Context: an optimization exercise on an open-source flow, tuned for small area, a short achievable clock period and few clock cycles. The choices shown serve that exercise and are no tape-out recipe. Only simulation tests tie the RTL to the original design; equivalence was not proved.

==> design.v <==
module fixed_point_modification (result, modifiedOut);
	parameter n = 32,  
		m = 10;    
	input signed [n-1:0] result;
	output reg signed [15:0] modifiedOut;   
	reg signed [m-1:0] integerPart;
	always @ (*)
	begin
		integerPart = result[n-1:n-m];    
		if (integerPart > 15) begin
			modifiedOut[15:11] = 15;
			modifiedOut[10:0] = {11{1'b1}};
		end else if(integerPart < -16) begin
			modifiedOut[15:11] = -16;
			modifiedOut[10:0] = {11{1'b0}};
		end else begin
			modifiedOut[15:11] = integerPart[4:0];
			modifiedOut[10:0] = result[n-m-1:n-m-11];  
		end
	end
endmodule
module add(in1,in2,out);
	input signed [15:0] in1,in2;
	output signed [15:0] out;
	wire signed [16:0] addOut;	
	assign addOut = in1 + in2;
	fixed_point_modification #(.n(17), .m(6)) addFP(addOut, out);
endmodule
module multiplication (A, B, Z);
	input signed [15:0] A, B;
	output signed [15:0] Z;
	wire signed [31:0] multOut;
	assign multOut = A * B;
	fixed_point_modification #(.n(32), .m(10)) fp(multOut, Z);
endmodule
module summation(array, filterSize, sum);
	parameter n = 25;	 
	input [16*n-1:0] array;
	input [15:0] filterSize;
	wire signed [15:0] addOutTemp [0:n-2];
	output signed [15:0] sum;
	add ad(array[15:0], array[31:16], addOutTemp[0]);
	genvar k;
	generate 
	for (k=0;k<n-2;k=k+1)
	begin : chain
		add ad(array[16*(k+2) +: 16], addOutTemp[k], addOutTemp[k+1]);
	end
	endgenerate
	assign sum = addOutTemp[filterSize*filterSize-2];
endmodule
module convolve_window(window, filterSize, filter, value);
	input [399:0] window;
	input [399:0] filter;
	input [15:0] filterSize;
	output signed [15:0] value;
	wire [399:0] temp;
	genvar i;
	generate 
	for (i=0; i<25; i=i+1)
	begin : mults
          	multiplication mp(window[16*i +: 16], filter[16*i +: 16], temp[16*i +: 16]);
	end
	endgenerate
	summation #(.n(25)) sm(temp, filterSize, value);
endmodule
module conv_window_unit(clk, reset, in_valid, in_ready, window, filter, filterSize,
		out_valid, value);
	input clk, reset;
	input in_valid;
	output in_ready;
	input [399:0] window;
	input [399:0] filter;
	input [15:0] filterSize;
	output out_valid;
	output signed [15:0] value;
	reg [399:0] window_r;
	reg [399:0] filter_r;
	reg [15:0] filterSize_r;
	reg valid_r;
	assign in_ready = 1'b1;
	assign out_valid = valid_r;
	convolve_window cw(window_r, filterSize_r, filter_r, value);
	always @(posedge clk) begin
		if (reset)
			valid_r <= 0;
		else
			valid_r <= in_valid;
		if (in_valid) begin
			window_r <= window;
			filter_r <= filter;
			filterSize_r <= filterSize;
		end
	end
endmodule
==> run.sh <==
#!/bin/bash
# synth_recipe.tcl (not shown) runs the flow's synth.tcl, then flattens the netlist and writes it again
# the make line also repeats each setting of config.mk as NAME=value (left out here)
make -C /OpenROAD-flow-scripts/flow DESIGN_CONFIG=/design/flow/config.mk WORK_HOME=/design/flow/orfs CLKGATE_MAP_FILE= SYNTH_SCRIPT=/design/flow/synth_recipe.tcl finish
==> config.mk <==
export PLATFORM = sky130hd
export DESIGN_NAME = conv_window_unit
export DESIGN_NICKNAME = conv_window_unit
export VERILOG_FILES = /design/flow/design.v
export SDC_FILE = /design/flow/constraint.sdc
export NUM_CORES = 4
export LEC_CHECK = 0
export CAP_MARGIN = 20
export CORE_MARGIN = 2
export CORE_UTILIZATION = 40
export SLEW_MARGIN = 20
==> constraint.sdc <==
create_clock -name core_clock -period 120.0 [get_ports {clk}]
set_input_delay 24.0000 -clock core_clock [delete_from_list [all_inputs] [get_ports {clk}]]
set_output_delay 24.0000 -clock core_clock [all_outputs]
set_load 0.01 [all_outputs]
==> summary.txt <==
Detailed routing
  – Wirelength per Cell: 20.16 microns
  – Vias: 197.6k
  – Drt initial violations: 10.98k
  – DRC violations left: 0
  – Via density: about 5
  – Drt first pass iters: 6
  – Drt total wl: 787500 microns
  – Final ANT Viol Nets: 0

Global routing
  – Tot GR Track Use: 0.2268
  – First-pass GRT wire length: 1245000 microns
  – Largest net degree at the start of global routing: 103
  – Initial antenna violation count: 78
  – Grt ovf: 0
  – Vias in the first global route: roughly 220k

Yosys
  – Cell taking the most area after synthesis: fa_1
  – Post-synthesis sequential area ratio: 0.08607
  – Post-synthesis async set-or-reset flop share: 0
  – Mean Syn Cell Area: 9.508 sq um
  – Synth unique cells: 108
  – Synth Instances: 29.53k
  – Synthesis warning total: 4
  – Top-area cell type share of the netlist area: 0.4670
  – Post-synthesis cell area: 280700 sq um
  – Synth top cells by count: 7132 x inv_1, 6549 x fa_1, 3952 x nand2_1
  – Post-synth EDFFs: ~800
  – Most common cell in the netlist: inv_1
  – Commonest register cell after synthesis: edfxtp_1
  – Synth Register Bits: 805
  – Top cells by area, synth: fa_1 47%, ha_1 11%, inv_1 9.5%
  – Post-synth net total: 39.26k

Min path
  – Hold Startpoint: reset
  – Hold EP: valid_r
  – Worst hold path class: primary input to register
  – Worst hold path depth: 2

Clocking
  – CTS Sinks: 805
  – Clk pin slew, worst setup/hold paths: 0.06 ns
  – H-tree lvl count: 3
  – Clk buf depth: 4
  – CTS tree: built
  – Hold bufs inserted after CTS: 0
  – Clock Tree Root: clkbuf_16
  – Num CTS Buffers: 110
  – Post-CTS Setup Bufs: 0

Floorplan
  – Die area: approximately 700000 sq um
  – DIE HEIGHT: approximately 840 microns
  – Core region area: 699100 sq um
  – Row count: roughly 310
  – Initial Utilization: 0.4016
  – I/O pins: 837
  – Width of the die: 841.8 microns

Final layout
  – Area of the multi-input gates: between 200000 and 250000 sq um
  – Final nets: 39.39k
  – Sequential cell area: 24160 sq um
  – Synth-to-layout area growth: 7.567%
  – Fill cell count: a little under 70k
  – Layout cells sized above 1: 0.01566
  – Final design utilization: 0.4320

Worst setup path
  – Critical Path RT: 96.00 ns
  – Slowest stage delay, CP: 0.92 ns
  – Crit Path Class: register to output pin
  – CP Launch Type: register
  – Critical path arrival: ~89 ns
  – Most used cell along the critical path: a21oi_1
  – Critical-path top delay cell: nor2_1
  – Crit Path Max Fanout: 17
  – Crit path capture type: output pin

Timing
  – Final hold violation count: 0
  – Tmin final: 112.69 ns
  – Fmax: 0.008874 GHz
  – Hold WS: 23.57 ns
  – PnR worst setup slack: 7.311 ns
  – RSZ-0062 raised after global routing: false
  – Period utilization: 0.9391
  – Setup violators final: 0
  – Setup TNS: 0 ns
  – Worst-margin pin slew: 1.247 ns
  – Relative slew margins: 0.1628
  – Fin. max-slew vios: 0

Job
  – Max_cap viols: 0

Outcome
  – Outcome: no timing/DRC/antenna violations

Place
  – Worst slack, placed: 9.259 ns
  – IO buf count: 823
  – RePlAce Congestion: 0.9484
  – Detailed Place HPWL: 666800 microns
[kinds of logic (layout without fill, tap and decap cells)]
logic type      Yosys count  after routing  synth area share
compound gates         2644           2644           0.06166
xor+xnor                991            991           0.03092
fa+ha+maj              8947           8947            0.5735
buf+inv                8056           8279            0.1079
flops                   805            805           0.08607
mux                      14             14         0.0005259
other cells               2             38        0.00002675
simple gates           8067           8067            0.1394
[cell type report]
cell class / count / area share
well taps: 9270 / 0.03841
flip-flops and latches: 805 / 0.08001
inverters: 7132 / 0.08865
clock inverters: 77 / 0.003004
multi-input cells: 20670 / 0.7499
diodes: 36 / 0.0002983
repair buffers: 947 / 0.03043
clock buffers: 123 / 0.009277
[cells in the final DEF, fill, tap and decap left out, types with 111 or more instances in the layout]
cell type        netlist  routed
inv_1               7132    7132
fa_1                6549    6549
nand2_1             3952    3952
and2_1              2415    2415
ha_1                2361    2361
clkdlybuf4s50_1        0     822
edfxtp_1             804     804
a21oi_1              714     710
xnor2_1              699     696
nor2_1               519     517
a21o_1               491     491
o21ai_0              515     481
nand2b_1             414     414
xor2_1               292     292
o21a_1               156     156
nor3_1               152     152
nand3_1              130     130
nor2b_1              128     128
buf_4                  3     121
o21bai_1             111     111
[timing repair]
item                                    in CTS  in global routing
endpoints found under the hold margin        0                  0
gates resized for setup                      0                  4
endpoints found under the setup margin       0                 10
[flip-flops by register name, indices dropped and copies added, names as in the netlist]
| signal | count |
|---|---|
| filter_r | 400 |
| window_r | 400 |
| filterSize_r | 4 |
| valid_r | 1 |
[layer usage]
| layer | up-vias | global-route usage | share of wire |
|---|---|---|---|
| met3 | 1099 | 0.03835 | 0.066 |
| li1 | 88670 | - | - |
| met1 | 102500 | 0.3036 | 0.42 |
| met2 | 5352 | 0.3712 | 0.47 |
| met4 | 28 | 0.08351 | 0.044 |
| met5 | - | 0 | 0.00022 |
[per-stage QoR]
step,instance area [sq um],cells
final,302000,39060
after global routing,301900,39040
after CTS,301800,39020
after detailed placement,298100,38820
after global placement,298100,38820
after floorplan,280700,29530
[worst max-delay path by stage]
stage	endpoint	slack [ns]	startpoint	depth (start not counted)
global placement	value[6]	10.71	window_r[6]	331
global route	value[13]	0.24	window_r[6]	328
finish	value[6]	7.31	window_r[6]	332
floorplan	value[2]	25.29	filter_r[8]	351
CTS	value[6]	7.88	window_r[6]	330
detailed placement	value[6]	9.26	window_r[6]	330
[worst max-delay path: cells and delay by family (launching register included)]
kind | cells | cell delay [ns]
compound gates | 204 | 48.85
mux | 4 | 1.17
simple gates | 59 | 15.58
xor+xnor | 2 | 0.32
fa+ha+maj | 50 | 18.43
flops | 1 | 0.87
buf+inv | 13 | 2.33
Testbench counts, summed over its fixed seeds: cycles 2,400.

==> re-timing with driven ports <==
No port has a modelled driver above. Below, the same layout with a new extraction and two added sets of constraints. Step 1, drivers: a clkbuf_16 drives clk and a buf_2 each remaining input, both assumed. Step 2 adds t to the input delays and takes it off the output delays; t is the mean of the earliest and latest rising clock arrival at the registers after step 1. Input paths then give back, and output paths get back, about the clock's delay inside the block. a / b / c = ideal / step 1 / step 2; a / b = the first two.
shift t [ns]: 1.054
setup WS [ns]: 7.311 / 7.198 / 8.252
hold slack, ns: 23.572 / 23.484 / 24.538
worst data-port slew with drivers (ns): 0.20
cell pins on the clock port's net: 1
After both steps setup and hold are still met in this run. For this run, drivers alone change the setup slack by -0.113 ns; drivers and shift together by +0.941 ns.
